This design comes from an exercise in tuning for small area, a short achievable clock period and few clock cycles on the open sky130 flow, not from production work.
In this exercise RTL edits were held to simulation tests only and were not proved equivalent to the original.
Power is estimated from default activity; no workload was simulated.

## flow/design.v (module list and top-level ports; edited modules follow where they fit)
// module alu: 39 lines
// module bcu: 29 lines
// module bpu: 215 lines
// module distri_ram: 20 lines
// module uncond_BHT: 121 lines
// module csr_file: 548 lines
// module decode: 379 lines
// module execute: 384 lines
// module fetch: 110 lines
// module forwarding_unit: 71 lines
// module memory_access: 522 lines
// module tlb: 168 lines
// module ptw: 194 lines
// module mmu_arb: 134 lines
// module mmu: 324 lines
// module muldiv: 142 lines
// module pipeline_control: 43 lines
// module program_counter: 87 lines
// module regfile: 32 lines
// module writeback: 70 lines
// module core_top: 758 lines
module core_top #(
    parameter ADDR_WIDTH        = 32,
    parameter DATA_WIDTH        = 32,
    parameter HART_ID           = 0,
    parameter COND_ENTRY_NUM    = 8,
    parameter COND_DATA_WIDTH   = 32,
    parameter UNCOND_ENTRY_NUM  = 8,
    parameter UNCOND_DATA_WIDTH = 32
)
(
    input                       clk_i,
    input                       rst_i,
    input                       stall_i,
    input  [ADDR_WIDTH-1 : 0]   init_pc_addr_i,
    input  [DATA_WIDTH-1 : 0]   instruction_i,
    input                       instruction_ready_i,
    output [ADDR_WIDTH-1 : 0]   instruction_addr_o,
    output                      instruction_req_o,
    input  [DATA_WIDTH-1 : 0]   data_read_i,
    input                       data_ready_i,
    output [DATA_WIDTH-1 : 0]   data_write_o,
    output [ADDR_WIDTH-1 : 0]   data_addr_o,
    output                      data_rw_o,       
    output [DATA_WIDTH/8-1 : 0] data_byte_enable_o,
    output                      data_req_o,
    input                       ext_irq_i,
    input                       tmr_irq_i,
    input                       sft_irq_i
);
  // ...
==> flow/flow/run.sh <==
#!/bin/bash
# Standard ORFS layout (the standard.sh, unchanged synthesis) with timing
# repair asked to aim for more setup slack than the 20 ns constraint needs,
# without removing buffers (which can leave max-slew violations), and larger
# clock-tree sink clusters.  make's full output goes to flow.log.
set -euo pipefail
bash standard.sh SETUP_SLACK_MARGIN=15 TNS_END_PERCENT=10 SKIP_BUFFER_REMOVAL=1 CAP_MARGIN=30 SLEW_MARGIN=30 CTS_CLUSTER_SIZE=30 CTS_CLUSTER_DIAMETER=60 finish > flow.log 2>&1
==> flow/standard.sh <==
#!/bin/bash
# synth_recipe.tcl (not shown) runs the flow's synth.tcl, then flattens the netlist and writes it again
# the make line also repeats each setting of config.mk as NAME=value (left out here)
make -C /OpenROAD-flow-scripts/flow DESIGN_CONFIG=/design/flow/config.mk WORK_HOME=/design/flow/orfs CLKGATE_MAP_FILE= SYNTH_SCRIPT=/design/flow/synth_recipe.tcl "${@:-finish}"
==> flow/config.mk <==
export PLATFORM = sky130hd
export DESIGN_NAME = core_top
export DESIGN_NICKNAME = core_top
export VERILOG_FILES = /design/flow/design.v
export SDC_FILE = /design/flow/constraint.sdc
export NUM_CORES = 8
export LEC_CHECK = 0
export CAP_MARGIN = 20
export CORE_MARGIN = 2
export CORE_UTILIZATION = 40
export SLEW_MARGIN = 20
==> flow/constraint.sdc <==
create_clock -name core_clock -period 20.0 [get_ports {clk_i}]
set_input_delay 4.0000 -clock core_clock [delete_from_list [all_inputs] [get_ports {clk_i}]]
set_output_delay 4.0000 -clock core_clock [all_outputs]
set_load 0.01 [all_outputs]
==> flow_summary.json, run 1 <==
{
  "final_hold_viol_count": 0,
  "worst-r2r-cell-count": 21,
  "timing.final.ws_setup_ns": 13.35,
  "min-delay-start": "MMU.Ptw.rtrn_data_r[7]",
  "met2_usage_pct": 55.8,
  "vias": 199000,
  "synth.top_cell.area_share_pct": 29.3,
  "switchingPower_w": 0.0178,
  "cap_violations": 0,
  "check.faults": "antenna violations",
  "largest_reg_flops": 992,
  "dpl.hpwl_um": 717000,
  "worst_path_max_delay_cell": "dfxtp_4",
  "grt_antenna_before_repair": 121,
  "power-top-group": "combinational logic",
  "syn_avg_cell_area_um2": 9.37,
  "sw_frac_of_total_pct": 47.6,
  "clock_latency_ns": 1.09,
  "end_kind": "primary output",
  "startpoint_type": "flip-flop",
  "io_pins": 207,
  "fin_crit_sh_pct": 33.2,
  "n_sequential_cell": 3504,
  "synth_most_common_cell": "nand2_1",
  "crit_required_ns": 16.00,
  "worst-path-buf-inv": 3,
  "outcome": "failed layout checks",
  "drive_gt1_share_pct": 15.8,
  "rsz0062_at_grt": "yes",
  "final_core_util_pct": 47.9,
  "slowest_delay_ns": 0.40,
  "core_area_um2": 505000,
  "path_max_fanout": 3,
  "fp.dieW_um": 716,
  "initial_utilization_pct": 40.2,
  "syn_nets": 22500,
  "detail_route.vias_per_cell": 6.88,
  "grt.met3_usage_pct": 17.5,
  "grt_pass1_wl_um": 1470000,
  "finalSetupViolations": 0,
  "antenna_left": 1,
  "critPathTopFamily": "compound AO/OA/AOI/OAI gates"
}
Testbench counts, summed over its fixed seeds: cycles 48,105.
==> inputs of run 2 (changes only) <==
==> flow/flow/run.sh (replaced) <==
#!/bin/bash
# Standard ORFS layout (the standard.sh, unchanged synthesis) with timing
# repair asked to aim for more setup slack than the 20 ns constraint needs,
# without removing buffers (which can leave max-slew violations), and larger
# clock-tree sink clusters.  make's full output goes to flow.log.
set -euo pipefail
bash standard.sh SETUP_SLACK_MARGIN=15 TNS_END_PERCENT=10 SKIP_BUFFER_REMOVAL=1 CTS_CLUSTER_SIZE=30 CTS_CLUSTER_DIAMETER=60 finish > flow.log 2>&1
==> flow_summary.json, run 2 <==
{
  "drt_pre_antenna_iters": 13,
  "timing.final.ws_setup_ns": 13.34,
  "synth_top_family_by_area": "compound AO/OA/AOI/OAI gates",
  "die_h_um": 716,
  "pre_cts_ws_ns": 11.03,
  "startpoint_type": "flip-flop",
  "powerDensity_nw_per_um2": 155,
  "mostFrequentLayoutCell": "nand2_1",
  "avgRoutedWirePerCell_um": 38.0,
  "fp.dieW_um": 716,
  "synth_top_area_cell": "edfxtp_1",
  "fill_cells": 47000,
  "synth_commonest_cells": "nand2_1 (2,642), edfxtp_1 (1,975), a21oi_1 (1,596), dfxtp_1 (1,529), nor2_1 (1,491)",
  "worstPathArrival_ns": 2.66,
  "cts-buffers-inserted": 336,
  "grt-ovfl-total": 0,
  "vias": 200000,
  "antenna_left": 0,
  "h-tree-depth": 5,
  "syn-cell-area_um2": 203000,
  "reg_top3": "Register_File.rf (992), JAL_BHT.offset_table (160)",
  "clock_latency_ns": 1.09,
  "grt_pass1_wl_um": 1480000,
  "path_cells": "xor2_1 -> o22ai_1 -> a22oi_1 -> buf_4 -> a21oi_4 -> o21ai_2 -> buf_6 -> buf_6",
  "path_max_fanout": 3,
  "synthTopCellsByArea": "edfxtp_1 (29%), dfxtp_1 (15%), nand2_1 (4.9%), a21oi_1 (3.9%), mux2i_1 (3.5%)",
  "grt_pass1_vias": 180000,
  "rsz0062_at_grt": "yes",
  "vdd_drop_max_mv": 0.336,
  "fmax_mhz": 150,
  "worst_slew_pin_slew_ns": 1.37,
  "end_kind": "primary output",
  "nets": 22800,
  "drv_slew": 0,
  "synth_fa_ha_area_share_pct": 5.18,
  "min_period_ns": 6.66,
  "grt_antenna_before_repair": 107,
  "critPathKind": "flip-flop to primary output",
  "slowest_delay_ns": 0.45,
  "synth-simple-area-share_pct": 15.9,
  "grt_usage_pct": 41.0,
  "crit_required_ns": 16.00,
  "final.setup.tns_ns": 0,
  "holdCritPathClass": "flip-flop to flip-flop",
  "critPathMostFrequentCell": "buf_6",
  "r2r_setup_slack_ns": 13.57,
  "maxSlewHeadroom_pct": 8.09,
  "synth_mux_area_share_pct": 4.73,
  "ys_warn_count": 62,
  "initial_utilization_pct": 40.2,
  "detail_route.iter0.violations": 36200,
  "syn_inst": 21600,
  "grt_max_degree": 201,
  "syn_avg_cell_area_um2": 9.37,
  "root_buffer": "clkbuf_16",
  "synth-main-ff-cell": "edfxtp_1",
  "syn_to_final_growth_pct": 19.7,
  "drc": 0,
  "io_pins": 207,
  "largest_reg_flops": 992,
  "worst_path_max_delay_cell": "dfxtp_4",
  "io_buffers": 204,
  "cap_violations": 0,
  "outcome": "timing/DRC/antenna clean",
  "clock_sinks": 3504,
  "cts_buffer_depth": 4,
  "finalSetupViolations": 0,
  "synth_most_common_cell": "nand2_1",
  "wirelength_um": 1100000,
  "tritoncts": "yes",
  "final_core_util_pct": 48.1,
  "p_leak_nw": 87.9,
  "worst-path-buf-inv": 3,
  "synthXorXnorAreaFrac_pct": 4.77,
  "ys_ff_latch": 3504,
  "skew_ns": 0.116,
  "synth_compound_gate_area_share_pct": 20.6,
  "dpl.hpwl_um": 716000,
  "detail_route.vias_per_cell": 6.91,
  "final_cell_mix": "nand2_1 (2,556), edfxtp_1 (1,975), a21oi_1 (1,489)",
  "clk_pin_slew_ns": 0.08,
  "fin_crit_sh_pct": 33.3,
  "drive_gt1_share_pct": 16.0,
  "synth.top_cell.area_share_pct": 29.3,
  "async_flop_share_pct": 0,
  "syn_nets": 22500,
  "gp_congestion": 1.04,
  "ys_types": 119,
  "ys_seq_area_share_pct": 44.4,
  "final_hold_viol_count": 0,
  "critPathTopFamily": "compound AO/OA/AOI/OAI gates",
  "core_area_um2": 505000,
  "synth_edf_count": 1975,
  "fp-row-count": 261,
  "largest_register": "Register_File.rf",
  "dieArea_um2": 512000
}
-- run 2: cell count changes in the layout (fill, tap and decap cells not counted), sizes merged, moves of 2 or more --
cell	before	now
dlygate4sd2	31	19
clkinv	102	99
clkdlybuf4s15	2	0
dlymetal6s2s	13	15
and2	608	614
diode	78	72
bufbuf	36	39
bufinv	17	15
clkbuf	376	384
clkinvlp	33	31
buf	1410	1459
-- run 2: per-layer routing --
| metal | track usage [%] | vias to the layer above | part of all wire, % |
|---|---|---|---|
| met4 | 29.0 | 71 | 9.3 |
| met2 | 56.2 | 17700 | 39 |
| li1 | - | 80800 | - |
| met3 | 17.0 | 4543 | 16 |
| met5 | 0.434 | - | 0.085 |
| met1 | 51.7 | 97300 | 36 |
-- run 2: layout make-up --
class / count / area, um^2 / area share [%]
multi-input combinational: 15800 / 112000 / 46.1
clock inverter: 256 / 3270 / 1.35
timing repair buffer: 1658 / 17800 / 7.34
tap: 6706 / 8390 / 3.46
inverter: 601 / 2390 / 0.985
clock buffer: 368 / 8780 / 3.62
antenna: 72 / 180 / 0.0742
sequential: 3504 / 90000 / 37.1
timing repair inverter: 3 / 21.3 / 0.00876
-- run 2: repair_timing --
action,in CTS,in global routing
setup endpoints to repair,2966,2902
buffers inserted,547,67
hold buffers,0,0
pin swaps,375,34
resized for setup,1785,260
endpoints found under the hold margin,0,0
gates cloned,113,35
-- run 2: report_power, final --
part / internal (W) / switching, W
clock: 0.00360 / 0.00356
sequential: 0.00859 / 0.000828
combinational: 0.00755 / 0.0136
total: 0.0197 / 0.0180
-- run 2: kinds of logic (layout without fill, tap and decap cells) --
kind of cell,after synthesis,count (layout)
and+or+nand+nor,6911,6946
other,0,72
AOI/OAI and AO/OA,6167,6168
xor gates and xnor gates,1105,1106
muxes,915,915
adders and majority gates,706,706
DFF,3504,3504
buffers and inverters,2332,2886
-- run 2: worst paths after layout --
check                         startpoint                   end  cells past startpoint
setup reg to reg     Execute.MulDiv.Y[0]  Execute.MulDiv.X[24]                     22
hold / removal       Decode.regfile_we_o  Execute.regfile_we_o                      1
hold reg to reg      Decode.regfile_we_o  Execute.regfile_we_o                      1
setup / recovery  CSR.privilege_lvl_r[0]     instruction_req_o                      8
-- run 2: worst reg2reg max path, cell delays in order (launching register included) --
cell and delay [ns]:
edfxtp_1 0.40, buf_4 0.20, bufbuf_16 0.37, nand2_1 0.12, fa_1 0.50, inv_1 0.05, fa_1 0.49, inv_1 0.05
fa_1 0.56, inv_1 0.06, fa_1 0.45, ha_1 0.41, nor2b_1 0.18, o21ai_0 0.14, nand2b_1 0.13, a21oi_1 0.48
a21oi_1 0.17, nand2b_1 0.23, a31oi_1 0.24, xor2_1 0.24, o22ai_1 0.22, a32oi_1 0.24, o311ai_1 0.14
-- run 2: per-stage QoR --
step                hold WS [ns]  std cells  total power [W]  area, um^2
finish                     0.406      29000           0.0377      243000
global route               0.406      28900           0.0389      243000
CTS                        0.399      28800           0.0363      241000
detailed placement         0.392      27500           0.0270      214000
global placement           0.391      27500           0.0269      214000
floorplan                  0.386      21600           0.0204      203000
==> module execute, before the edit <==
module execute #(parameter DATA_WIDTH = 32)
(
    input  wire                    clk_i,
    input  wire                    rst_i,
    input  wire                    flush_i,
    input  wire [DATA_WIDTH-1 : 0] pc_i,
    input  wire                    stall_i,
    input  wire                    operand_wait_i,
    input  wire [DATA_WIDTH-1 : 0] imm_i,
    input  wire [ 1: 0]            inputA_sel_i,
    input  wire [ 1: 0]            inputB_sel_i,
    input  wire [ 2: 0]            operation_sel_i,
    input  wire                    alu_muldiv_sel_i,
    input  wire                    shift_sel_i,
    input  wire                    is_branch_i,
    input  wire                    is_jal_i,
    input  wire                    is_jalr_i,
    input  wire                    cond_branch_hit_EXE_i,
    input  wire                    cond_branch_result_EXE_i,
    input  wire                    regfile_we_i,
    input  wire [2: 0]             regfile_input_sel_i,
    input  wire                    mem_we_i,
    input  wire                    mem_re_i,
    input  wire [1: 0]             mem_input_sel_i,
    input  wire                    mem_load_ext_sel_i,
    input  wire [4: 0]             rd_addr_i,
    input  wire [4: 0]             csr_imm_i,
    input  wire                    csr_we_i,
    input  wire [11: 0]            csr_we_addr_i,
    input  wire [DATA_WIDTH-1 : 0] rs1_data_i,
    input  wire [DATA_WIDTH-1 : 0] rs2_data_i,
    input  wire [DATA_WIDTH-1 : 0] csr_data_i,
    output wire [DATA_WIDTH-1 : 0] pc_o,
    output wire [DATA_WIDTH-1 : 0] branch_target_addr_o,
    output wire                    branch_taken_o,
    output wire                    cond_branch_misprediction_o,
    output wire                    stall_from_exe_o,
    output reg                     mem_we_o,
    output reg                     mem_re_o,
    output reg  [DATA_WIDTH-1 : 0] rs2_data_o,
    output reg  [DATA_WIDTH-1 : 0] mem_addr_o,
    output reg  [DATA_WIDTH-1 : 0] st_data_o,
    output reg  [3: 0]             st_be_o,
    output reg                     st_misalign_o,
    output reg  [1: 0]             mem_input_sel_o,
    output reg  [2: 0]             regfile_input_sel_o,
    output reg                     regfile_we_o,
    output reg  [4: 0]             rd_addr_o,
    output reg  [DATA_WIDTH-1 : 0] p_data_o,
    output reg                     csr_we_o,
    output reg  [11: 0]            csr_we_addr_o,
    output reg  [DATA_WIDTH-1 : 0] csr_we_data_o,
    output reg                     mem_load_ext_sel_o,
    input  wire                    sys_jump_i,
    input  wire [ 1: 0]            sys_jump_csr_addr_i,
    output reg                     sys_jump_o,
    output reg  [ 1: 0]            sys_jump_csr_addr_o,
    input  wire                    sfence_i,
    output reg                     sfence_o,
    input  wire                    sfence_type_i,
    output reg                     sfence_type_o, 
    output reg [DATA_WIDTH-1 : 0]  rs1_data_o,
    input  wire                    exp_vld_i,
    input  wire [ 3: 0]            exp_cause_i,
    input  wire [31: 0]            exp_tval_i,
    input  wire                    instruction_pc_vld_i,
    output reg                     exp_vld_o,
    output reg  [ 3: 0]            exp_cause_o,
    output reg  [31: 0]            exp_tval_o,
    output reg  [31: 0]            instruction_pc_o,
    output reg                     instruction_pc_vld_o
);
reg  [DATA_WIDTH-1 : 0]           inputA, inputB;
wire [DATA_WIDTH-1 : 0]           alu_result;
wire [DATA_WIDTH-1 : 0]           muldiv_result;
wire                              compare_result, stall_from_muldiv, muldiv_ready;
wire [DATA_WIDTH-1 : 0]           result;
wire [DATA_WIDTH-1 : 0]           mem_addr;
always @(*)
begin
    case (inputA_sel_i)
        3'd0: inputA = 0;
        3'd1: inputA = pc_i;
        3'd2: inputA = rs1_data_i;
        default: inputA = 0;
    endcase
end
always @(*)
begin
    case (inputB_sel_i)
        3'd0: inputB = imm_i;
        3'd1: inputB = rs2_data_i;
        3'd2: inputB = ~rs2_data_i + 1'b1;
        default: inputB = 0;
    endcase
end
wire [2: 0] alu_operation = (is_branch_i | is_jal_i | is_jalr_i)? 3'b000 : operation_sel_i;
wire [2: 0] muldiv_operation = operation_sel_i;
wire muldiv_req = alu_muldiv_sel_i & !muldiv_ready & !operand_wait_i;
wire [2: 0] branch_operation = operation_sel_i;
alu ALU(
    .a_i(inputA),
    .b_i(inputB),
    .operation_sel_i(alu_operation),
    .shift_sel_i(shift_sel_i),
    .alu_result_o(alu_result)
);
muldiv MulDiv(
    .clk_i(clk_i),
    .rst_i(rst_i),
    .stall_i(stall_i),
    .a_i(inputA),
    .b_i(inputB),
    .req_i(muldiv_req),
    .operation_sel_i(muldiv_operation),
    .muldiv_result_o(muldiv_result),
    .ready_o(muldiv_ready)
);
bcu BCU(
    .a_i(rs1_data_i),
    .b_i(rs2_data_i),
    .operation_sel_i(branch_operation),
    .compare_result_o(compare_result)
);
assign mem_addr = rs1_data_i + imm_i;          
assign branch_target_addr_o = alu_result;  
assign pc_o = pc_i + 'd4;                    
assign branch_taken_o = (is_branch_i & compare_result) | is_jal_i | is_jalr_i;
assign cond_branch_misprediction_o = cond_branch_hit_EXE_i &
                                    (cond_branch_result_EXE_i ^ branch_taken_o);
assign result = alu_muldiv_sel_i ? muldiv_result : alu_result;
assign stall_from_exe_o = alu_muldiv_sel_i & !muldiv_ready;
wire [DATA_WIDTH-1 : 0] csr_inputA = csr_data_i;
wire [DATA_WIDTH-1 : 0] csr_inputB = operation_sel_i[2] ? {27'b0, csr_imm_i} : rs1_data_i;
reg  [DATA_WIDTH-1 : 0] csr_update_data;
always @( * )
begin
    case (operation_sel_i[1: 0])
        2'b01:
            csr_update_data = csr_inputB;
        2'b10:
            csr_update_data = csr_inputA | csr_inputB;
        2'b11:
            csr_update_data = csr_inputA & ~csr_inputB;
        default:
            csr_update_data = csr_inputA;
    endcase
end
reg [DATA_WIDTH-1 : 0] st_data;
reg [3: 0] st_be;
reg st_misalign;
always @(*)
begin
    case (mem_addr[1:0])
        2'b00:
        begin
            case (mem_input_sel_i)
                2'b00:
                begin    
                    st_data = {24'b0, rs2_data_i[7: 0]};
                    st_be = 4'b0001;
                    st_misalign = 0;
                end
                2'b01:
                begin    
                    st_data = {16'b0, rs2_data_i[15: 0]};
                    st_be = 4'b0011;
                    st_misalign = 0;
                end
                2'b10:
                begin    
                    st_data = rs2_data_i;
                    st_be = 4'b1111;
                    st_misalign = 0;
                end
                default:
                begin
                    st_data = 0;
                    st_be = 4'b0000;
                    st_misalign = 1;
                end
            endcase
        end
        2'b01:
        begin
            case (mem_input_sel_i)
                2'b00:
                begin    
                    st_data = {16'b0, rs2_data_i[7: 0], 8'b0};
                    st_be = 4'b0010;
                    st_misalign = 0;
                end
                default:
                begin
                    st_data = 0;
                    st_be = 4'b0000;
                    st_misalign = 1;
                end
            endcase
        end
        2'b10:
        begin
            case (mem_input_sel_i)
                2'b00:
                begin
                    st_data = {8'b0, rs2_data_i[7: 0], 16'b0};
                    st_be = 4'b0100;
                    st_misalign = 0;
                end
                2'b01:
                begin
                    st_data = {rs2_data_i[15: 0], 16'b0};
                    st_be = 4'b1100;
                    st_misalign = 0;
                end
                default:
                begin
                    st_data = 0;
                    st_be = 4'b0000;
                    st_misalign = 1;
                end
            endcase
        end
        2'b11:
        begin
            case (mem_input_sel_i)
                2'b00:
                begin
                    st_data = {rs2_data_i[7: 0], 24'b0};
                    st_be = 4'b1000;
                    st_misalign = 0;
                end
                default:
                begin
                    st_data = 0;
                    st_be = 4'b0000;
                    st_misalign = 1;
                end
            endcase
        end
        default:
        begin
            st_data = 0;
            st_be = 4'b0000;
            st_misalign = 0;
        end
    endcase
end
always @(posedge clk_i)
begin
    if (rst_i)
    begin
        mem_we_o            <= 0;
        mem_re_o            <= 0;
        rs2_data_o          <= 0;
        mem_addr_o          <= 0;
        st_data_o           <= 0;
        st_be_o             <= 4'b0001;
        st_misalign_o       <= 0;
        mem_input_sel_o     <= 0;
        mem_load_ext_sel_o  <= 0;
        regfile_input_sel_o <= 0;
        regfile_we_o        <= 0;
        rd_addr_o           <= 0;
        sys_jump_o          <= 0;
        sys_jump_csr_addr_o <= 0;
        exp_vld_o           <= 0;
        exp_cause_o         <= 0;
        exp_tval_o          <= 0;
        instruction_pc_o    <= 0;
        instruction_pc_vld_o<= 0;
        csr_we_o            <= 0;
        csr_we_addr_o       <= 0;
        csr_we_data_o       <= 0;
        sfence_o            <= 0;
        sfence_type_o       <= 0;
        rs1_data_o          <= 0;
    end
    else if (stall_i)
    begin
        mem_we_o            <= mem_we_o;
        mem_re_o            <= mem_re_o;
        rs2_data_o          <= rs2_data_o;
        mem_addr_o          <= mem_addr_o;
        st_data_o           <= st_data_o;
        st_be_o             <= st_be_o;
        st_misalign_o       <= st_misalign_o;
        mem_input_sel_o     <= mem_input_sel_o;
        mem_load_ext_sel_o  <= mem_load_ext_sel_o;
        regfile_input_sel_o <= regfile_input_sel_o;
        regfile_we_o        <= regfile_we_o;
        rd_addr_o           <= rd_addr_o;
        sys_jump_o          <= sys_jump_o;
        sys_jump_csr_addr_o <= sys_jump_csr_addr_o;
        exp_vld_o           <= exp_vld_o;
        exp_cause_o         <= exp_cause_o;
        exp_tval_o          <= exp_tval_o;
        instruction_pc_o    <= instruction_pc_o;
        instruction_pc_vld_o<= instruction_pc_vld_o;
        csr_we_o            <= csr_we_o;
        csr_we_addr_o       <= csr_we_addr_o;
        csr_we_data_o       <= csr_we_data_o;
        sfence_o            <= sfence_o;
        sfence_type_o       <= sfence_type_o;
        rs1_data_o          <= rs1_data_o;
    end
    else if(flush_i)
    begin
        mem_we_o            <= 0;
        mem_re_o            <= 0;
        rs2_data_o          <= 0;
        mem_addr_o          <= 0;
        st_data_o           <= 0;
        st_be_o             <= 4'b0001;
        st_misalign_o       <= 0;
        mem_input_sel_o     <= 0;
        mem_load_ext_sel_o  <= 0;
        regfile_input_sel_o <= 0;
        regfile_we_o        <= 0;
        rd_addr_o           <= 0;
        sys_jump_o          <= 0;
        sys_jump_csr_addr_o <= 0;
        exp_vld_o           <= 0;
        exp_cause_o         <= 0;
        exp_tval_o          <= 0;
        instruction_pc_o    <= 0;
        instruction_pc_vld_o<= 0;
        csr_we_o            <= 0;
        csr_we_addr_o       <= 0;
        csr_we_data_o       <= 0;
        sfence_o            <= 0;
        sfence_type_o       <= 0;
        rs1_data_o          <= 0;
    end
    else
    begin
        mem_we_o            <= mem_we_i ;
        mem_re_o            <= mem_re_i;
        rs2_data_o          <= rs2_data_i;
        mem_addr_o          <= mem_addr;
        st_data_o           <= st_data;
        st_be_o             <= st_be;
        st_misalign_o       <= st_misalign;
        mem_input_sel_o     <= mem_input_sel_i;
        mem_load_ext_sel_o  <= mem_load_ext_sel_i;
        regfile_input_sel_o <= regfile_input_sel_i;
        regfile_we_o        <= regfile_we_i;
        rd_addr_o           <= rd_addr_i;
        sys_jump_o          <= sys_jump_i;
        sys_jump_csr_addr_o <= sys_jump_csr_addr_i;
        exp_vld_o           <= exp_vld_i;
        exp_cause_o         <= exp_cause_i;
        exp_tval_o          <= exp_tval_i;
        instruction_pc_o    <= pc_i;
        instruction_pc_vld_o<= instruction_pc_vld_i;
        csr_we_o            <= csr_we_i;
        csr_we_addr_o       <= csr_we_addr_i;
        csr_we_data_o       <= csr_update_data;
        sfence_o            <= sfence_i;
        sfence_type_o       <= sfence_type_i;
        rs1_data_o          <= rs1_data_i;
    end
end
always @(posedge clk_i)
begin
    if (rst_i)
    begin
        p_data_o <= 0;   
    end
    else if (stall_i)
    begin
        p_data_o <= p_data_o;
    end
    else
    begin
        case (regfile_input_sel_i)
            3'b011: p_data_o <= pc_o;
            3'b100: p_data_o <= result;
            3'b101: p_data_o <= csr_data_i;
            default: p_data_o <= 0;
        endcase
    end
end
endmodule    
==> module memory_access, before the edit <==
module memory_access #( parameter DATA_WIDTH = 32 )
(
    input  wire                     clk_i,
    input  wire                     rst_i,
    input  wire                    stall_i,
    input  wire                    flush_i,
    output wire                     stall_for_data_fetch_o,
    input  wire                     blocking_i,
    input  wire                     fwd_m2_any_i,
    output wire [DATA_WIDTH-1 : 0]  wb_rd_data_o,
    output wire                     operand_wait_o,
    input  wire [DATA_WIDTH-1 : 0]  unaligned_data_i,        
    input  wire [31: 0]             mem_addr_i,
    input  wire [1 : 0]             mem_input_sel_i,
    input  wire                     exe_we_i,
    input  wire                     exe_re_i,
    input  wire [DATA_WIDTH-1 : 0]  st_data_i,
    input  wire [3 : 0]             st_be_i,
    input  wire                     st_misalign_i,
    output wire [DATA_WIDTH-1 : 0]   data_o,            
    output wire [3: 0]               byte_write_sel_o,
    output wire                      req_vld_o,    
    output wire [DATA_WIDTH-1 : 0]   req_vaddr_o,       
    output wire                      req_rw_o,     
    input  wire                     d_rtrn_vld_i,
    input  wire [DATA_WIDTH-1 : 0]  d_rtrn_data_i,
    input  wire                     sys_jump_i,
    input  wire [ 1: 0]             sys_jump_csr_addr_i,
    output wire                     sys_jump_o,
    output wire [ 1: 0]             sys_jump_csr_addr_o,  
    input  wire                     exp_vld_i,
    input  wire [3 : 0]             exp_cause_i,
    input  wire [31: 0]             exp_tval_i,
    input  wire [31: 0]             instruction_pc_i,
    input  wire                     instruction_pc_vld_i,
    input  wire                     exp_from_mmu_vld_i,
    input  wire [3 : 0]             exp_from_mmu_cause_i,
    input  wire [31: 0]             exp_from_mmu_tval_i,
    output wire                     exp_vld_o,
    output wire                     exp_isinterrupt_o,
    output wire [3 : 0]             exp_cause_o,
    output wire [31: 0]             exp_tval_o,
    output wire [31: 0]             instruction_pc_o,
    output wire                     instruction_pc_vld_o,
    input  wire                    regfile_we_i,
    input  wire [4 : 0]            rd_addr_i,
    input  wire [2 : 0]            regfile_input_sel_i,
    input  wire                    mem_load_ext_sel_i,
    input  wire [1 : 0]            mem_addr_alignment_i,
    input  wire [DATA_WIDTH-1 : 0] p_data_i,
    input  wire                    csr_we_i,
    input  wire [11: 0]            csr_we_addr_i,
    input  wire [DATA_WIDTH-1 : 0] csr_we_data_i,
    input  wire                    sfence_i,
    input  wire                    sfence_type_i,  
    input  wire [DATA_WIDTH-1 : 0] rs1_data_i,  
    input  wire [DATA_WIDTH-1 : 0] rs2_data_i,
    output wire                    sfence_o,
    output wire                    sfence_type_o,  
    output wire [DATA_WIDTH-1 : 0] rs1_data_o,  
    output wire [DATA_WIDTH-1 : 0] rs2_data_o,
    output wire [2: 0]             regfile_input_sel_o,
    output wire                    regfile_we_o,
    output wire [4: 0]             rd_addr_o,
    output wire                    mem_load_ext_sel_o,
    output wire [1: 0]             mem_addr_alignment_o,
    output wire [DATA_WIDTH-1 : 0] p_data_o,
    output wire                    csr_we_o,
    output wire [31: 0]            csr_we_addr_o,
    output wire [31: 0]            csr_we_data_o,
    output wire [DATA_WIDTH-1 : 0] mem_data_o,
    output wire [31: 0]            mip_update_o,
    input  wire                    m_ext_irq_i,  
    input  wire                    m_tmr_irq_i,  
    input  wire                    m_sft_irq_i,  
    input  wire                    s_ext_irq_i,  
    input  wire                    s_tmr_irq_i,  
    input  wire                    s_sft_irq_i,  
    input  wire                    u_ext_irq_i,  
    input  wire                    u_tmr_irq_i,  
    input  wire                    u_sft_irq_i,  
    input  wire [ 3: 0]            mstatus_ie_i,  
    input  wire [31: 0]            mie_i
);
localparam d_IDLE = 0, d_WAIT = 1;
reg                     dS, dS_nxt;
reg  [DATA_WIDTH-1 : 0] data;            
reg  [3: 0]             byte_write_sel;
reg          memory_alignment_exception;
reg          exp_vld;
reg          exp_isinterrupt;
reg  [3 : 0] exp_cause;
reg  [31: 0] exp_tval;
reg                     req_done;
reg                     buffer_exp_vld;
reg [3 : 0]             buffer_exp_cause;
reg [31: 0]             buffer_exp_tval;
reg [DATA_WIDTH-1 : 0]  buffer_data;
reg                     busy_r;        
reg                     issued_r;      
reg                     ans_r;         
reg                     ld_pending_r;  
reg [2: 0]             regfile_input_sel_r;
reg                    regfile_we_r;
reg [4: 0]             rd_addr_r;
reg                    mem_load_ext_sel_r;
reg [1: 0]             mem_addr_alignment_r;
reg [DATA_WIDTH-1 : 0] p_data_r;
reg                    exp_vld_r;
reg [ 3: 0]            exp_cause_r;
reg [31: 0]            exp_tval_r;
reg                    sys_jump_r;
reg [ 1: 0]            sys_jump_csr_addr_r;
reg [31: 0]            instruction_pc_r;
reg                    instruction_pc_vld_r;
reg                    csr_we_r;
reg [31: 0]            csr_we_addr_r;
reg [31: 0]            csr_we_data_r;
reg [DATA_WIDTH-1 : 0] mem_data_r;
reg [31: 0]            mip_update_r;
reg                    exp_isinterrupt_r;
always @(posedge clk_i)
begin
    if (rst_i)
        dS <= d_IDLE;
    else
        dS <= dS_nxt;
end
always @(*)
begin
    case (dS)
        d_IDLE:
            if (blocking_i && (exe_re_i || exe_we_i) && !memory_alignment_exception && !flush_i && !req_done)
                dS_nxt = d_WAIT;
            else
                dS_nxt = d_IDLE;
        d_WAIT:
            if (d_rtrn_vld_i || exp_from_mmu_vld_i)
                dS_nxt = d_IDLE;
            else
                dS_nxt = d_WAIT;
    endcase
end
always@(posedge clk_i)
begin
    if(rst_i)
    begin
        req_done         <= 'd0;
        buffer_exp_vld   <= 'd0;
        buffer_exp_cause <= 'd0;
        buffer_exp_tval  <= 'd0;
        buffer_data      <= 'd0;
    end
    else if(!blocking_i && issued_r && d_rtrn_vld_i)
    begin
        buffer_data      <= d_rtrn_data_i;
    end
    else if(dS == d_WAIT && (d_rtrn_vld_i || exp_from_mmu_vld_i) && stall_i && !stall_for_data_fetch_o)
    begin
        req_done         <= 'd1;
        buffer_exp_vld   <= exp_from_mmu_vld_i;
        buffer_exp_cause <= exp_from_mmu_cause_i;
        buffer_exp_tval  <= exp_from_mmu_tval_i;
        buffer_data      <= d_rtrn_data_i;
    end
    else if(stall_i)
    begin
        req_done         <= req_done;
        buffer_exp_vld   <= buffer_exp_vld;
        buffer_exp_cause <= buffer_exp_cause;
        buffer_exp_tval  <= buffer_exp_tval;
        buffer_data      <= buffer_data;
    end
    else
    begin
        req_done         <= 'd0;
        buffer_exp_vld   <= 'd0;
        buffer_exp_cause <= 'd0;
        buffer_exp_tval  <= 'd0;
        buffer_data      <= 'd0;
    end
end
always@(*)
begin
    if(m_ext_irq_i && mstatus_ie_i[3] && mie_i[11])
    begin
        exp_vld         = 1'b1;
        exp_isinterrupt = 1'b1;
        exp_cause       = 'd11;
        exp_tval        = 'd0;
    end
    else if(m_tmr_irq_i && mstatus_ie_i[3] && mie_i[7])
    begin
        exp_vld         = 1'b1;
        exp_isinterrupt = 1'b1;
        exp_cause       = 'd7;
        exp_tval        = 'd0;
    end
    else if(m_sft_irq_i && mstatus_ie_i[3] && mie_i[3])
    begin
        exp_vld         = 1'b1;
        exp_isinterrupt = 1'b1;
        exp_cause       = 'd3;
        exp_tval        = 'd0;
    end
    else if(s_ext_irq_i && mstatus_ie_i[1] && mie_i[9])
    begin
        exp_vld         = 1'b1;
        exp_isinterrupt = 1'b1;
        exp_cause       = 'd9;
        exp_tval        = 'd0;
    end
    else if(s_tmr_irq_i && mstatus_ie_i[1] && mie_i[5])
    begin
        exp_vld         = 1'b1;
        exp_isinterrupt = 1'b1;
        exp_cause       = 'd5;
        exp_tval        = 'd0;
    end
    else if(s_sft_irq_i && mstatus_ie_i[1] && mie_i[1])
    begin
        exp_vld         = 1'b1;
        exp_isinterrupt = 1'b1;
        exp_cause       = 'd1;
        exp_tval        = 'd0;
    end
     else if(u_ext_irq_i && mstatus_ie_i[0] && mie_i[8])
    begin
        exp_vld         = 1'b1;
        exp_isinterrupt = 1'b1;
        exp_cause       = 'd8;
        exp_tval        = 'd0;
    end
    else if(u_tmr_irq_i && mstatus_ie_i[0] && mie_i[4])
    begin
        exp_vld         = 1'b1;
        exp_isinterrupt = 1'b1;
        exp_cause       = 'd4;
        exp_tval        = 'd0;
    end
    else if(u_sft_irq_i && mstatus_ie_i[0] && mie_i[0])
    begin
        exp_vld         = 1'b1;
        exp_isinterrupt = 1'b1;
        exp_cause       = 'd0;
        exp_tval        = 'd0;
    end
    else if(memory_alignment_exception && (exe_we_i || exe_re_i))
    begin
        exp_vld         = 1'b1;
        exp_isinterrupt = 1'b0;
        exp_cause       = 'd11;
        exp_tval        = 'd0;
    end
    else if(exp_from_mmu_vld_i)
    begin
        exp_vld         = 1'b1;
        exp_isinterrupt = 1'b0;
        exp_cause       = exp_from_mmu_cause_i;
        exp_tval        = exp_from_mmu_tval_i;
    end
    else if(req_done)
    begin
        exp_vld         = buffer_exp_vld;
        exp_isinterrupt = 1'b0;
        exp_cause       = buffer_exp_cause;
        exp_tval        = buffer_exp_tval;
    end
    else
    begin
        exp_vld         = exp_vld_i;
        exp_isinterrupt = 1'b0;
        exp_cause       = exp_cause_i;
        exp_tval        = instruction_pc_i;    
    end
end
always @(*)
begin
    data = st_data_i;
    byte_write_sel = st_be_i;
    memory_alignment_exception = st_misalign_i;
end
wire memop_b     = !blocking_i && (exe_re_i || exe_we_i) && !memory_alignment_exception && !flush_i;
wire issue_b     = memop_b && !busy_r && !issued_r;
wire stall_mem_b = memop_b && !issued_r && busy_r;
wire stall_wb_b  = ld_pending_r && !d_rtrn_vld_i;
wire stall_fwd_b = ld_pending_r && regfile_we_r && fwd_m2_any_i;
wire have_data_b = ans_r || (issued_r && d_rtrn_vld_i);
wire [DATA_WIDTH-1 : 0] raw_b = ans_r ? buffer_data : d_rtrn_data_i;
wire needs_data  = (regfile_input_sel_i == 3'd0) || (regfile_input_sel_i == 3'd1) || (regfile_input_sel_i == 3'd2);
always @(posedge clk_i)
begin
    if (rst_i)
        busy_r <= 1'b0;
    else if (issue_b)
        busy_r <= 1'b1;
    else if (d_rtrn_vld_i)
        busy_r <= 1'b0;
end
always @(posedge clk_i)
begin
    if (rst_i || !stall_i)
        issued_r <= 1'b0;
    else if (issue_b)
        issued_r <= 1'b1;
end
always @(posedge clk_i)
begin
    if (rst_i || !stall_i)
        ans_r <= 1'b0;
    else if (issued_r && d_rtrn_vld_i)
        ans_r <= 1'b1;
end
function [DATA_WIDTH-1 : 0] load_align;
    input [DATA_WIDTH-1 : 0] raw;
    input [1 : 0]            ofs;
    input [2 : 0]            sel;
    input                    uns;
    reg   [DATA_WIDTH-1 : 0] al;
    begin
        case (ofs)
            2'b00:   al = raw;
            2'b01:   al = {raw[7: 0], raw[31: 8]};
            2'b10:   al = {raw[15: 0], raw[31: 16]};
            default: al = {raw[23: 0], raw[31: 24]};
        endcase
        case (sel)
            3'b000:  load_align = uns ? {24'b0, al[7 : 0]} : {{24{al[7]}}, al[7 : 0]};
            3'b001:  load_align = uns ? {16'b0, al[15 : 0]} : {{16{al[15]}}, al[15 : 0]};
            default: load_align = al;
        endcase
    end
endfunction
wire [DATA_WIDTH-1 : 0] wb_load_data = load_align(d_rtrn_data_i, mem_addr_alignment_r,
                                                  regfile_input_sel_r, mem_load_ext_sel_r);
assign wb_rd_data_o = ld_pending_r ? wb_load_data : p_data_r;
assign operand_wait_o = stall_fwd_b;
wire [DATA_WIDTH-1 : 0] load_raw = blocking_i ? ((req_done)?buffer_data:d_rtrn_data_i) : raw_b;
reg  [DATA_WIDTH-1 : 0] load_aligned, wb_data;
always @(*)
begin
    case (mem_addr_alignment_i)
        2'b00:   load_aligned = load_raw;
        2'b01:   load_aligned = {load_raw[7: 0], load_raw[31: 8]};
        2'b10:   load_aligned = {load_raw[15: 0], load_raw[31: 16]};
        default: load_aligned = {load_raw[23: 0], load_raw[31: 24]};
    endcase
end
always @(*)
begin
    case (regfile_input_sel_i)
        3'b000:  wb_data = mem_load_ext_sel_i ?
                          {24'b0, load_aligned[7 : 0]} :
                          {{24{load_aligned[7]}}, load_aligned[7 : 0]};
        3'b001:  wb_data = mem_load_ext_sel_i ?
                          {16'b0, load_aligned[15 : 0]} :
                          {{16{load_aligned[15]}}, load_aligned[15 : 0]};
        3'b010:  wb_data = load_aligned;
        default: wb_data = p_data_i;
    endcase
end
always @(posedge clk_i)
begin
    if (rst_i)
    begin
        regfile_we_r         <= 0;
        rd_addr_r            <= 0;
        regfile_input_sel_r  <= 4;
        mem_load_ext_sel_r   <= 0;
        mem_addr_alignment_r <= 0;
        p_data_r             <= 0;
        csr_we_r             <= 0;
        csr_we_addr_r        <= 0;
        csr_we_data_r        <= 0;
        sys_jump_r           <= 0;
        sys_jump_csr_addr_r  <= 0;
        exp_vld_r            <= 0;
        exp_cause_r          <= 0;
        exp_tval_r           <= 0;
        instruction_pc_r     <= 0;
        instruction_pc_vld_r <= 0;
        mem_data_r           <= 32'b0;
        exp_isinterrupt_r    <= 0;
    end
    else if (stall_i)
    begin
        regfile_we_r         <= regfile_we_r;
        rd_addr_r            <= rd_addr_r;
        regfile_input_sel_r  <= regfile_input_sel_r;
        mem_load_ext_sel_r   <= mem_load_ext_sel_r;
        mem_addr_alignment_r <= mem_addr_alignment_r;
        p_data_r             <= (ld_pending_r && d_rtrn_vld_i) ? wb_load_data : p_data_r;
        csr_we_r             <= csr_we_r;
        csr_we_addr_r        <= csr_we_addr_r;
        csr_we_data_r        <= csr_we_data_r;
        sys_jump_r           <= sys_jump_r;
        sys_jump_csr_addr_r  <= sys_jump_csr_addr_r;
        exp_vld_r            <= exp_vld_r;
        exp_cause_r          <= exp_cause_r;
        exp_tval_r           <= exp_tval_r;
        instruction_pc_r     <= instruction_pc_r;
        instruction_pc_vld_r <= instruction_pc_vld_r;
        mem_data_r           <= mem_data_r;
        exp_isinterrupt_r    <= exp_isinterrupt_r;
    end
    else if(flush_i)
    begin
        regfile_we_r         <= 0;
        rd_addr_r            <= 0;
        regfile_input_sel_r  <= 4;
        mem_load_ext_sel_r   <= 0;
        mem_addr_alignment_r <= 0;
        p_data_r             <= 0;
        csr_we_r             <= 0;
        csr_we_addr_r        <= 0;
        csr_we_data_r        <= 0;
        sys_jump_r           <= 0;
        sys_jump_csr_addr_r  <= 0;
        exp_vld_r            <= 0;
        exp_cause_r          <= 0;
        exp_tval_r           <= 0;
        instruction_pc_r     <= 0;
        instruction_pc_vld_r <= 0;
        mem_data_r           <= 32'b0;
        exp_isinterrupt_r    <= 0;
    end
    else if(exp_vld)
    begin
        regfile_we_r         <= 0;
        rd_addr_r            <= 0;
        regfile_input_sel_r  <= 4;
        mem_load_ext_sel_r   <= 0;
        mem_addr_alignment_r <= 0;
        p_data_r             <= 0;
        csr_we_r             <= 0;
        csr_we_addr_r        <= 0;
        csr_we_data_r        <= 0;
        sys_jump_r           <= 0;
        sys_jump_csr_addr_r  <= 0;
        exp_vld_r            <= exp_vld;
        exp_cause_r          <= exp_cause;
        exp_tval_r           <= exp_tval;
        instruction_pc_r     <= instruction_pc_i;
        instruction_pc_vld_r <= instruction_pc_vld_i;
        mem_data_r           <= 32'b0;
        exp_isinterrupt_r    <= exp_isinterrupt;
    end
    else
    begin
        regfile_we_r         <= regfile_we_i;
        rd_addr_r            <= rd_addr_i;
        regfile_input_sel_r  <= regfile_input_sel_i;
        mem_load_ext_sel_r   <= mem_load_ext_sel_i;
        mem_addr_alignment_r <= mem_addr_alignment_i;
        p_data_r             <= wb_data;
        csr_we_r             <= csr_we_i;
        csr_we_addr_r        <= csr_we_addr_i;
        csr_we_data_r        <= csr_we_data_i;
        sys_jump_r           <= sys_jump_i;
        sys_jump_csr_addr_r  <= sys_jump_csr_addr_i;
        exp_vld_r            <= exp_vld;
        exp_cause_r          <= exp_cause;
        exp_tval_r           <= exp_tval;
        instruction_pc_r     <= instruction_pc_i;
        instruction_pc_vld_r <= instruction_pc_vld_i;
        mem_data_r           <= (req_done)?buffer_data:d_rtrn_data_i;
        exp_isinterrupt_r    <= exp_isinterrupt;
    end
end
always @(posedge clk_i)
begin
    if (rst_i)
        ld_pending_r <= 1'b0;
    else if (stall_i)
        ld_pending_r <= ld_pending_r && !d_rtrn_vld_i;
    else
        ld_pending_r <= memop_b && needs_data && !have_data_b && !exp_vld;
end
always@(posedge clk_i)
begin
    if(rst_i)
    begin
        mip_update_r <= 0;
    end
    else
    begin
        mip_update_r <= {20'b0, {m_ext_irq_i, 1'b0, s_ext_irq_i, u_ext_irq_i}, 
                                {m_tmr_irq_i, 1'b0, s_tmr_irq_i, u_tmr_irq_i}, 
                                {m_sft_irq_i, 1'b0, s_sft_irq_i, u_sft_irq_i}} & mie_i;
    end
end
assign req_vld_o              = blocking_i ? ((dS == d_IDLE) && ((exe_re_i || exe_we_i) && !memory_alignment_exception && !flush_i && !req_done))
                                           : issue_b;
assign req_vaddr_o            = mem_addr_i;
assign req_rw_o               = exe_we_i;
assign data_o                 = data;
assign byte_write_sel_o       = byte_write_sel;
assign stall_for_data_fetch_o = blocking_i ? (dS_nxt == d_WAIT) : (stall_mem_b | stall_wb_b | stall_fwd_b);
assign regfile_input_sel_o  = regfile_input_sel_r;
assign regfile_we_o         = regfile_we_r;
assign rd_addr_o            = rd_addr_r;
assign mem_load_ext_sel_o   = mem_load_ext_sel_r;
assign mem_addr_alignment_o = mem_addr_alignment_r;
assign p_data_o             = p_data_r;
assign exp_vld_o            = exp_vld_r;
assign exp_cause_o          = exp_cause_r;
assign exp_tval_o           = exp_tval_r;
assign sys_jump_o           = sys_jump_r;
assign sys_jump_csr_addr_o  = sys_jump_csr_addr_r;
assign instruction_pc_o     = instruction_pc_r;
assign instruction_pc_vld_o = instruction_pc_vld_r;
assign csr_we_o             = csr_we_r;
assign csr_we_addr_o        = csr_we_addr_r;
assign csr_we_data_o        = csr_we_data_r;
assign mem_data_o           = mem_data_r;
assign mip_update_o         = mip_update_r;
assign exp_isinterrupt_o    = exp_isinterrupt_r;
assign sfence_o             = sfence_i;
assign sfence_type_o        = sfence_type_i;
assign rs1_data_o           = rs1_data_i;
assign rs2_data_o           = rs2_data_i;
endmodule    
==> inputs of run 3 (changes only) <==
--- a/flow/design.v
+++ b/flow/design.v
@@ -1696,5 +1696,5 @@
         mem_we_o            <= mem_we_i ;
         mem_re_o            <= mem_re_i;
-        rs2_data_o          <= rs2_data_i;
+        rs2_data_o          <= {31'b0, |rs2_data_i};
         mem_addr_o          <= mem_addr;
         st_data_o           <= st_data;
@@ -2191,6 +2191,6 @@
         exp_vld         = buffer_exp_vld;
         exp_isinterrupt = 1'b0;
-        exp_cause       = buffer_exp_cause;
-        exp_tval        = buffer_exp_tval;
+        exp_cause       = exp_from_mmu_cause_i;    
+        exp_tval        = exp_from_mmu_tval_i;     
     end
     else
--- a/flow/flow/run.sh
+++ b/flow/flow/run.sh
@@ -5,3 +5,3 @@
 # clock-tree sink clusters.  make's full output goes to flow.log.
 set -euo pipefail
-bash standard.sh SETUP_SLACK_MARGIN=15 TNS_END_PERCENT=10 SKIP_BUFFER_REMOVAL=1 CTS_CLUSTER_SIZE=30 CTS_CLUSTER_DIAMETER=60 finish > flow.log 2>&1
+bash standard.sh SETUP_SLACK_MARGIN=14 TNS_END_PERCENT=10 SKIP_BUFFER_REMOVAL=1 CTS_CLUSTER_SIZE=30 CTS_CLUSTER_DIAMETER=60 CORE_UTILIZATION=80 finish > flow.log 2>&1
==> flow_summary.json, run 3 <==
{
  "haltStage": "5_1_grt",
  "synth_edf_count": 1975,
  "synth_top_area_cell": "edfxtp_1",
  "ys_warn_count": 62,
  "synth-simple-area-share_pct": 15.4,
  "ys_ff_latch": 3440,
  "ys_seq_area_share_pct": 44.5,
  "clock_sinks": 3440,
  "fp.dieW_um": 503,
  "synthTopCellsByArea": "edfxtp_1 (30%), dfxtp_1 (15%), nand2_1 (4.6%), a21oi_1 (3.7%), mux2i_1 (3.6%)",
  "stop_error": "[ERROR GRT-0116] Global routing finished with congestion. Check the congestion regions in the DRC Viewer.",
  "synth-main-ff-cell": "edfxtp_1",
  "synth_fa_ha_area_share_pct": 5.27,
  "grt_max_degree": 230,
  "initial_utilization_pct": 80.3,
  "gp_congestion": 1.23,
  "cts-buffers-inserted": 196,
  "syn_inst": 20900,
  "io_pins": 207,
  "synth_top_family_by_area": "compound AO/OA/AOI/OAI gates",
  "syn_avg_cell_area_um2": 9.52,
  "postCtsHoldBufs": 0,
  "dp.cells": 23400,
  "root_buffer": "clkbuf_16",
  "synth_compound_gate_area_share_pct": 20.5,
  "synth_commonest_cells": "nand2_1 (2,430), edfxtp_1 (1,975), a21oi_1 (1,476), dfxtp_1 (1,465), nor2_1 (1,429)",
  "outcome": "did not finish",
  "cts_buffer_depth": 3,
  "fp-row-count": 183,
  "synth_most_common_cell": "nand2_1",
  "syn_nets": 21700,
  "synthXorXnorAreaFrac_pct": 4.94,
  "async_flop_share_pct": 0,
  "h-tree-depth": 4,
  "syn-cell-area_um2": 199000,
  "dpl.hpwl_um": 617000,
  "die_h_um": 503,
  "synth_mux_area_share_pct": 5.01,
  "ys_types": 129,
  "synth.top_cell.area_share_pct": 29.8,
  "io_buffers": 204
}
## run 3: cell count changes after synthesis, moves of 83 or more
| cell | before | now |
|---|---|---|
| a21oi_1 | 1596 | 1476 |
| a221oi_1 | 334 | 417 |
| a22o_1 | 442 | 627 |
| a22oi_1 | 725 | 561 |
| and3_1 | 143 | 232 |
| nand2_1 | 2642 | 2430 |
| o21ai_0 | 1004 | 871 |
## run 3: how the worst min path moves through the flow
| stage | startpoint | end | slack [ns] | cells past startpoint |
|---|---|---|---|---|
| 4_1_cts | MMU.Ptw.rtrn_data_r[2] | MMU.dtlb.content_r[0][2] | 0.42 | 0 |
| 3_5_place_dp | MMU.Ptw.rtrn_data_r[2] | MMU.dtlb.content_r[0][2] | 0.40 | 0 |
| 3_3_place_gp | MMU.Ptw.rtrn_data_r[7] | MMU.dtlb.content_r[0][7] | 0.39 | 0 |
| 2_1_floorplan | MMU.Ptw.rtrn_data_r[2] | MMU.dtlb.content_r[0][2] | 0.39 | 0 |
## run 3: timing repair
item / in CTS
cloned: 35
gates resized for setup: 422
pin swaps: 29
setup endpoints to repair: 2710
buffers inserted: 126
## run 3: power by group through the flow
stage | registers [W] | clock network [W] | logic [W]
global placement | 0.00910 | 0 | 0.00967
CTS | 0.00901 | 0.00497 | 0.0107
detailed placement | 0.00916 | 0 | 0.0100
floorplan | 0.00877 | 0 | 0.00644
## run 3: cell families after synthesis
group,Yosys count
flip-flops,3440
XOR/XNOR,1124
AND/OR/NAND/NOR,6530
multiplexers,931
AO/OA/AOI/OAI,5931
buffers and inverters,2270
adder cells (fa/ha/maj),705
## run 3: stage by stage
stage / setup WS, ns / area [um^2] / total power (W) / util [%]
after CTS: 13.37 / 216000 / 0.0246 / 86.9
after detailed placement: 9.60 / 205000 / 0.0192 / 82.6
after global placement: 9.72 / 205000 / 0.0188 / 82.6
after floorplan: 13.26 / 200000 / 0.0152 / -
Testbench counts of run 3, summed over its fixed seeds: cycles 48,105.
==> inputs of run 4 (changes only) <==
--- a/flow/flow/run.sh
+++ b/flow/flow/run.sh
@@ -5,3 +5,3 @@
 # clock-tree sink clusters.  make's full output goes to flow.log.
 set -euo pipefail
-bash standard.sh SETUP_SLACK_MARGIN=14 TNS_END_PERCENT=10 SKIP_BUFFER_REMOVAL=1 CTS_CLUSTER_SIZE=30 CTS_CLUSTER_DIAMETER=60 CORE_UTILIZATION=80 finish > flow.log 2>&1
+bash standard.sh SETUP_SLACK_MARGIN=14 TNS_END_PERCENT=10 SKIP_BUFFER_REMOVAL=1 CTS_CLUSTER_SIZE=30 CTS_CLUSTER_DIAMETER=60 CORE_UTILIZATION=60 finish > flow.log 2>&1
==> flow_summary.json, run 4 <==
{
  "outcome": "failed layout checks",
  "check.faults": "max-capacitance violations, max-slew violations",
  "grt_max_degree": 206,
  "drive_gt1_share_pct": 12.9,
  "synth_most_common_cell": "nand2_1",
  "grt_antenna_before_repair": 110,
  "drv_slew": 3,
  "fp.dieW_um": 580,
  "dpl.hpwl_um": 652000,
  "gp_congestion": 1.09,
  "io_buffers": 204,
  "vdd_drop_max_mv": 0.189,
  "tritoncts": "yes",
  "mostFrequentLayoutCell": "nand2_1",
  "syn_avg_cell_area_um2": 9.52,
  "internal_power_w": 0.0154,
  "ys_types": 129,
  "dieArea_um2": 337000,
  "synth_edf_count": 1975,
  "grt_pass1_wl_um": 1340000,
  "reg_top3": "Register_File.rf (992), JAL_BHT.offset_table (160)",
  "synth_compound_gate_area_share_pct": 20.5,
  "rsz0062_at_grt": "yes",
  "sw_frac_of_total_pct": 44.7,
  "skew_ns": 0.145,
  "syn_nets": 21700,
  "avgRoutedWirePerCell_um": 38.9,
  "largest_register": "Register_File.rf",
  "grt_pass1_vias": 175000,
  "initial_utilization_pct": 60.3,
  "synth_commonest_cells": "nand2_1 (2,430), edfxtp_1 (1,975), a21oi_1 (1,476), dfxtp_1 (1,465), nor2_1 (1,429)",
  "synth-main-ff-cell": "edfxtp_1",
  "die_h_um": 580,
  "clock_latency_ns": 1.09,
  "fmax_mhz": 152,
  "synth_top_area_cell": "edfxtp_1",
  "async_flop_share_pct": 0,
  "drc": 0,
  "h-tree-depth": 5,
  "synth_top_family_by_area": "compound AO/OA/AOI/OAI gates",
  "p_leak_nw": 84.0,
  "end_kind": "primary output",
  "syn-cell-area_um2": 199000,
  "postCtsHoldBufs": 0,
  "final_cell_mix": "nand2_1 (2,391), edfxtp_1 (1,975), dfxtp_1 (1,415)",
  "startpoint_type": "flip-flop",
  "antenna_left": 0,
  "fill_cells": 25500,
  "pwr-share-seq_pct": 32.4,
  "nets": 21600,
  "cap_violations": 1,
  "root_buffer": "clkbuf_16",
  "critPathMostFrequentCell": "buf_4",
  "synth.top_cell.area_share_pct": 29.8,
  "io_pins": 207,
  "synthXorXnorAreaFrac_pct": 4.94,
  "cts_buffer_depth": 4,
  "path_max_fanout": 9,
  "p_comb_share_pct": 45.1,
  "synth_mux_area_share_pct": 5.01,
  "worstPathArrival_ns": 2.57,
  "ys_ff_latch": 3440,
  "powerDensity_nw_per_um2": 123,
  "core_area_um2": 331000,
  "critPathKind": "flip-flop to primary output",
  "clk_pin_slew_ns": 0.10,
  "worst_path_max_delay_cell": "dfxtp_4",
  "clkPwrFrac_pct": 22.5,
  "holdCritPathClass": "flip-flop to flip-flop",
  "clock_sinks": 3440,
  "switchingPower_w": 0.0124,
  "worst_slew_pin_slew_ns": 1.50,
  "vias": 196000,
  "crit_required_ns": 16.00,
  "final_cells": 25500,
  "fin_total_pwr_w": 0.0278,
  "path_cells": "buf_16 -> buf_4 -> clkbuf_16 -> buf_4 -> o21ai_1 -> dlygate4sd2_1",
  "fp-row-count": 211,
  "final.setup.tns_ns": 0,
  "dp.cells": 24500,
  "synthTopCellsByArea": "edfxtp_1 (30%), dfxtp_1 (15%), nand2_1 (4.6%), a21oi_1 (3.7%), mux2i_1 (3.6%)",
  "wirelength_um": 993000,
  "fin_crit_sh_pct": 32.9,
  "grt-ovfl-total": 0,
  "detail_route.vias_per_cell": 7.68,
  "synth-simple-area-share_pct": 15.4,
  "syn_inst": 20900,
  "slowest_delay_ns": 0.38,
  "syn_to_final_growth_pct": 13.5,
  "detail_route.iter0.violations": 40400,
  "final_hold_viol_count": 0,
  "ys_warn_count": 62,
  "grt_usage_pct": 55.7,
  "finalSetupViolations": 0,
  "min_period_ns": 6.57,
  "drt_pre_antenna_iters": 17,
  "cts-buffers-inserted": 279,
  "maxSlewHeadroom_pct": -0.788,
  "ys_seq_area_share_pct": 44.5,
  "synth_fa_ha_area_share_pct": 5.27,
  "largest_reg_flops": 992
}
-- run 4: cell counts after synthesis --
Identical to the previous run, type by type.
-- run 4: stage by stage --
step	worst slack [ns]	instance area [um^2]	hold WS, ns	util (%)
final	13.43	226000	0.415	68.4
after global routing	13.47	226000	0.417	68.3
after CTS	13.41	222000	0.415	67.1
after detailed placement	10.43	207000	0.393	62.7
after global placement	10.45	207000	0.387	62.7
after floorplan	13.26	200000	0.386	-
-- run 4: layout make-up --
cell class	count	area [um^2]	share of cell area, %
Inverter	584	2310	1.02
Tap cell	4366	5460	2.42
Timing Repair Buffer	1300	12700	5.60
Antenna cell	80	200	0.0885
Clock buffer	302	7340	3.24
Clock inverter	210	2780	1.23
Multi-Input combinational cell	15200	107000	47.2
Sequential cell	3440	88700	39.2
-- run 4: final timing paths --
check,from,to,slack (ns),cells past startpoint
setup / recovery,mmu_en_r,instruction_addr_o[21],13.43,6
hold / removal,MMU.Ptw.rtrn_data_r[2],MMU.dtlb.content_r[0][2],0.42,0
setup reg to reg,Memory_Access.exp_cause_r[0],Program_Counter.pc_r[29],13.56,26
hold reg to reg,MMU.Ptw.rtrn_data_r[2],MMU.dtlb.content_r[0][2],0.42,0
-- run 4: power groups by stage --
stage / Sequential [W] / Combinational, W / Clock, W
2_1_floorplan: 0.00877 / 0.00644 / 0
3_3_place_gp: 0.00910 / 0.0103 / 0
3_5_place_dp: 0.00912 / 0.0104 / 0
4_1_cts: 0.00894 / 0.0110 / 0.00616
5_1_grt: 0.00904 / 0.0127 / 0.00642
6_report: 0.00902 / 0.0126 / 0.00627
-- run 4: critical path: cells and delay by family (launching register included) --
kind / cells / cell delay [ns]
buffers and inverters: 5 / 0.93
AO/OA/AOI/OAI: 1 / 0.26
flip-flops: 1 / 0.38
-- run 4: metal layers --
layer  wire, um  GRT usage (%)  vias up
met3     190000           28.9     5691
met2     375000           73.9    20100
met5       2250           2.18        -
li1           -              -    77500
met4      98900           39.6      113
met1     326000           68.7    92600
-- run 4: cells by family (layout without fill, tap and decap cells) --
group / count (synthesis) / after routing
simple gates: 6530 / 6536
compound gates: 5931 / 5931
flops: 3440 / 3440
buf+inv: 2270 / 2396
xor+xnor: 1124 / 1125
mux: 931 / 931
fa+ha+maj: 705 / 705
other cells: 0 / 80
-- run 4: timing repair --
item                                    4_1_cts  5_1_grt
buffers inserted                            149      186
pin swaps                                    55      102
resized for setup                           605      463
cloned                                       36       27
endpoints found under the setup margin     2733     1945
==> inputs of run 5 (changes only) <==
--- a/flow/flow/run.sh
+++ b/flow/flow/run.sh
@@ -5,3 +5,3 @@
 # clock-tree sink clusters.  make's full output goes to flow.log.
 set -euo pipefail
-bash standard.sh SETUP_SLACK_MARGIN=14 TNS_END_PERCENT=10 SKIP_BUFFER_REMOVAL=1 CTS_CLUSTER_SIZE=30 CTS_CLUSTER_DIAMETER=60 CORE_UTILIZATION=60 finish > flow.log 2>&1
+bash standard.sh SETUP_SLACK_MARGIN=14 TNS_END_PERCENT=10 SKIP_BUFFER_REMOVAL=1 CTS_CLUSTER_SIZE=30 CTS_CLUSTER_DIAMETER=60 CORE_UTILIZATION=55 CAP_MARGIN=30 SLEW_MARGIN=30 finish > flow.log 2>&1
==> flow_summary.json, run 5 <==
{
  "finalSetupViolations": 0,
  "synth_most_common_cell": "nand2_1",
  "synth.top_cell.area_share_pct": 29.8,
  "ys_types": 129,
  "r2r_start": "Execute.MulDiv.X[0]",
  "crit_required_ns": 20.69,
  "fp.dieW_um": 606,
  "r2r_setup_slack_ns": 13.59,
  "largest_register": "Register_File.rf",
  "final_cell_mix": "nand2_1 (2,380), edfxtp_1 (1,975), dfxtp_1 (1,414)",
  "avgRoutedWirePerCell_um": 38.5,
  "p_comb_share_pct": 44.8,
  "wirelength_um": 1000000,
  "grt_usage_pct": 51.8,
  "io_buffers": 204,
  "synth_commonest_cells": "nand2_1 (2,430), edfxtp_1 (1,975), a21oi_1 (1,476), dfxtp_1 (1,465), nor2_1 (1,429)",
  "detail_route.vias_per_cell": 7.37,
  "outcome": "timing/DRC/antenna clean",
  "async_flop_share_pct": 0,
  "cts_buffer_depth": 4,
  "detail_route.iter0.violations": 36100,
  "startpoint_type": "input pin",
  "syn-cell-area_um2": 199000,
  "io_pins": 207,
  "postCtsHoldBufs": 0,
  "antenna_left": 0,
  "powerDensity_nw_per_um2": 124,
  "drt_pre_antenna_iters": 15,
  "worstPathArrival_ns": 7.38,
  "grtUsageMet1_pct": 66.4,
  "grt_pass1_vias": 169000,
  "grt.met3_usage_pct": 22.5,
  "worst-r2r-cell-count": 16,
  "grt-ovfl-total": 0,
  "p_leak_nw": 85.3,
  "clock_latency_ns": 1.04,
  "internal_power_w": 0.0160,
  "synth_top_area_cell": "edfxtp_1",
  "gp_congestion": 1.11,
  "syn_inst": 20900,
  "maxSlewHeadroom_pct": 6.39,
  "synth-main-ff-cell": "edfxtp_1",
  "drc": 0,
  "ys_ff_latch": 3440,
  "path_max_fanout": 31,
  "min-delay-start": "MMU.Ptw.rtrn_data_r[7]",
  "clock_sinks": 3440,
  "sw_frac_of_total_pct": 44.0,
  "gr-max-usage-layer": "met2",
  "clk_pin_slew_ns": 0.08,
  "mostFrequentLayoutCell": "nand2_1",
  "die_h_um": 606,
  "syn_avg_cell_area_um2": 9.52,
  "reg_top3": "Register_File.rf (992), JAL_BHT.offset_table (160)",
  "critPathLaunch": "data_read_i[2]",
  "holdCritPathClass": "flip-flop to flip-flop",
  "drv_slew": 0,
  "synthTopCellsByArea": "edfxtp_1 (30%), dfxtp_1 (15%), nand2_1 (4.6%), a21oi_1 (3.7%), mux2i_1 (3.6%)",
  "syn_to_final_growth_pct": 15.1,
  "min_period_ns": 6.69,
  "skew_ns": 0.0985,
  "dieArea_um2": 367000,
  "vias": 192000,
  "pwr-share-seq_pct": 31.6,
  "grt_max_degree": 157,
  "tritoncts": "yes",
  "multi_input_area_um2": 107000,
  "fill_cells": 30100,
  "dpl.hpwl_um": 662000,
  "met2_usage_pct": 70.0,
  "rsz0062_at_grt": "yes",
  "fin_total_pwr_w": 0.0286,
  "ys_seq_area_share_pct": 44.5,
  "fp-row-count": 221,
  "grt_pass1_wl_um": 1340000,
  "fmax_mhz": 149,
  "hold_end": "MMU.dtlb.content_r[0][7]",
  "cts-buffers-inserted": 306,
  "r2r-end": "Execute.MulDiv.X[32]",
  "drive_gt1_share_pct": 13.7,
  "switchingPower_w": 0.0126,
  "core_area_um2": 361000,
  "syn_nets": 21700,
  "root_buffer": "clkbuf_16",
  "seqCellArea_um2": 88700,
  "synth_edf_count": 1975,
  "cap_violations": 0,
  "clkPwrFrac_pct": 23.6,
  "end_kind": "flip-flop",
  "largest_reg_flops": 992,
  "worst_slew_pin_slew_ns": 1.39,
  "final.setup.tns_ns": 0,
  "h-tree-depth": 5,
  "initial_utilization_pct": 55.1,
  "fin_crit_sh_pct": 33.5,
  "min_path_cells": 0,
  "ys_warn_count": 62,
  "nets": 21700,
  "critPathKind": "input pin to flip-flop",
  "final_hold_viol_count": 0,
  "grt_antenna_before_repair": 94,
  "vdd_drop_max_mv": 0.228
}
[run 5: cell types whose count changed in the layout (fill, tap and decap cells not counted), sizes merged, moves of 3 or more]
cell	before	now
dlygate4sd2	45	37
buf	1059	1127
clkinvlp	26	23
diode	80	86
clkinv	82	98
inv	679	683
bufinv	7	18
clkbuf	335	364
clkdlybuf4s50	130	143
[run 5: cell type report]
type | instances | share of cell area [%]
diodes | 86 | 0.0938
clock buffers | 332 | 3.43
clock inverters | 237 | 1.46
inverters | 584 | 0.996
multi-input cells | 15200 | 46.6
flip-flops and latches | 3440 | 38.7
well taps | 4794 | 2.61
repair buffers | 1376 | 6.10
repair inverters | 1 | 0.00491
[run 5: what timing repair did]
action,CTS,global route
gates cloned,43,30
buffers inserted,137,248
pin swaps,25,158
resized for setup,487,597
endpoints found under the setup margin,2712,2254
[run 5: per-layer routing]
| layer | wire [um] | up-vias |
|---|---|---|
| met5 | 1300 | - |
| met4 | 91000 | 56 |
| met3 | 172000 | 4488 |
| met2 | 387000 | 17600 |
| met1 | 351000 | 92300 |
| li1 | - | 77700 |
[run 5: through the flow]
step                instance area, um^2  hold slack (ns)  setup WS, ns  cells  util (%)
finish                           229000            0.415         13.31  26100      63.5
floorplan                        200000            0.386         13.26  20900         -
global placement                 208000            0.390         10.04  24900      57.5
CTS                              224000            0.414         13.36  25700      61.9
detailed placement               208000            0.396         10.10  25000      57.7
global route                     229000            0.417         13.38  26000      63.4
[run 5: kinds of logic (layout without fill, tap and decap cells)]
family / after synthesis / after routing / share of synthesized area (%)
adders and majority gates: 705 / 705 / 5.27
other: 0 / 86 / 0
buffers and inverters: 2270 / 2530 / 4.41
AOI/OAI and AO/OA: 5931 / 5931 / 20.5
muxes: 931 / 931 / 5.01
xor gates and xnor gates: 1124 / 1125 / 4.94
DFF: 3440 / 3440 / 44.5
and+or+nand+nor: 6530 / 6532 / 15.4
[run 5: worst max path at each step]
stage,endpoint,cells past startpoint,slack [ns]
detailed placement,Execute.instruction_pc_o[24],15,10.10
finish,Register_File.rf[1][2],6,13.31
global route,instruction_addr_o[27],4,13.38
global placement,Execute.st_data_o[19],15,10.04
CTS,instruction_req_o,7,13.36
floorplan,Branch_Prediction_Unit.prediction_table[2][0],14,13.26
[run 5: critical path: stages]
cell and delay [ns]:
clkdlybuf4s50_1 0.90, inv_1 0.41, o21ai_0 0.62, a31oi_1 0.38, a21oi_2 0.50, and2_2 0.55
[run 5: power by group through the flow]
stage | clock network (W) | logic [W] | registers (W)
3_3_place_gp | 0 | 0.0104 | 0.00910
4_1_cts | 0.00668 | 0.0110 | 0.00895
2_1_floorplan | 0 | 0.00644 | 0.00877
5_1_grt | 0.00694 | 0.0131 | 0.00904
3_5_place_dp | 0 | 0.0104 | 0.00912
6_report | 0.00675 | 0.0128 | 0.00902

==> afterwards: timing with drivers on the ports <==
Ports are ideal in the flow. The routed layouts listed here were re-timed in OpenROAD.
Step 1 sets driving cells, clkbuf_16 on the clock port and buf_2 on the other inputs (assumed; they add their load-dependent delay and slew).
Step 2 also shifts input and output timing later by t, the mid clock arrival at the registers, as if the neighbouring blocks saw the same clock.
Three values: ideal, step 1, step 2; two values: the first two.
run	shift t [ns]	setup WS [ns]	clock arrival spread, ns	cell pins on the clock port's net
run 1	1.144	13.354 / 13.231 / 12.353	0.128 / 0.128	1
run 2	1.182	13.341 / 13.197 / 12.397	0.128 / 0.128	1
run 4	1.126	13.429 / 13.311 / 12.443	0.159 / 0.159	1
run 5	1.105	13.307 / 13.232 / 12.300	0.115 / 0.116	1
The setup slack of run 5, which loses most, moves by -0.075 ns with the drivers and by -1.007 ns with both steps.
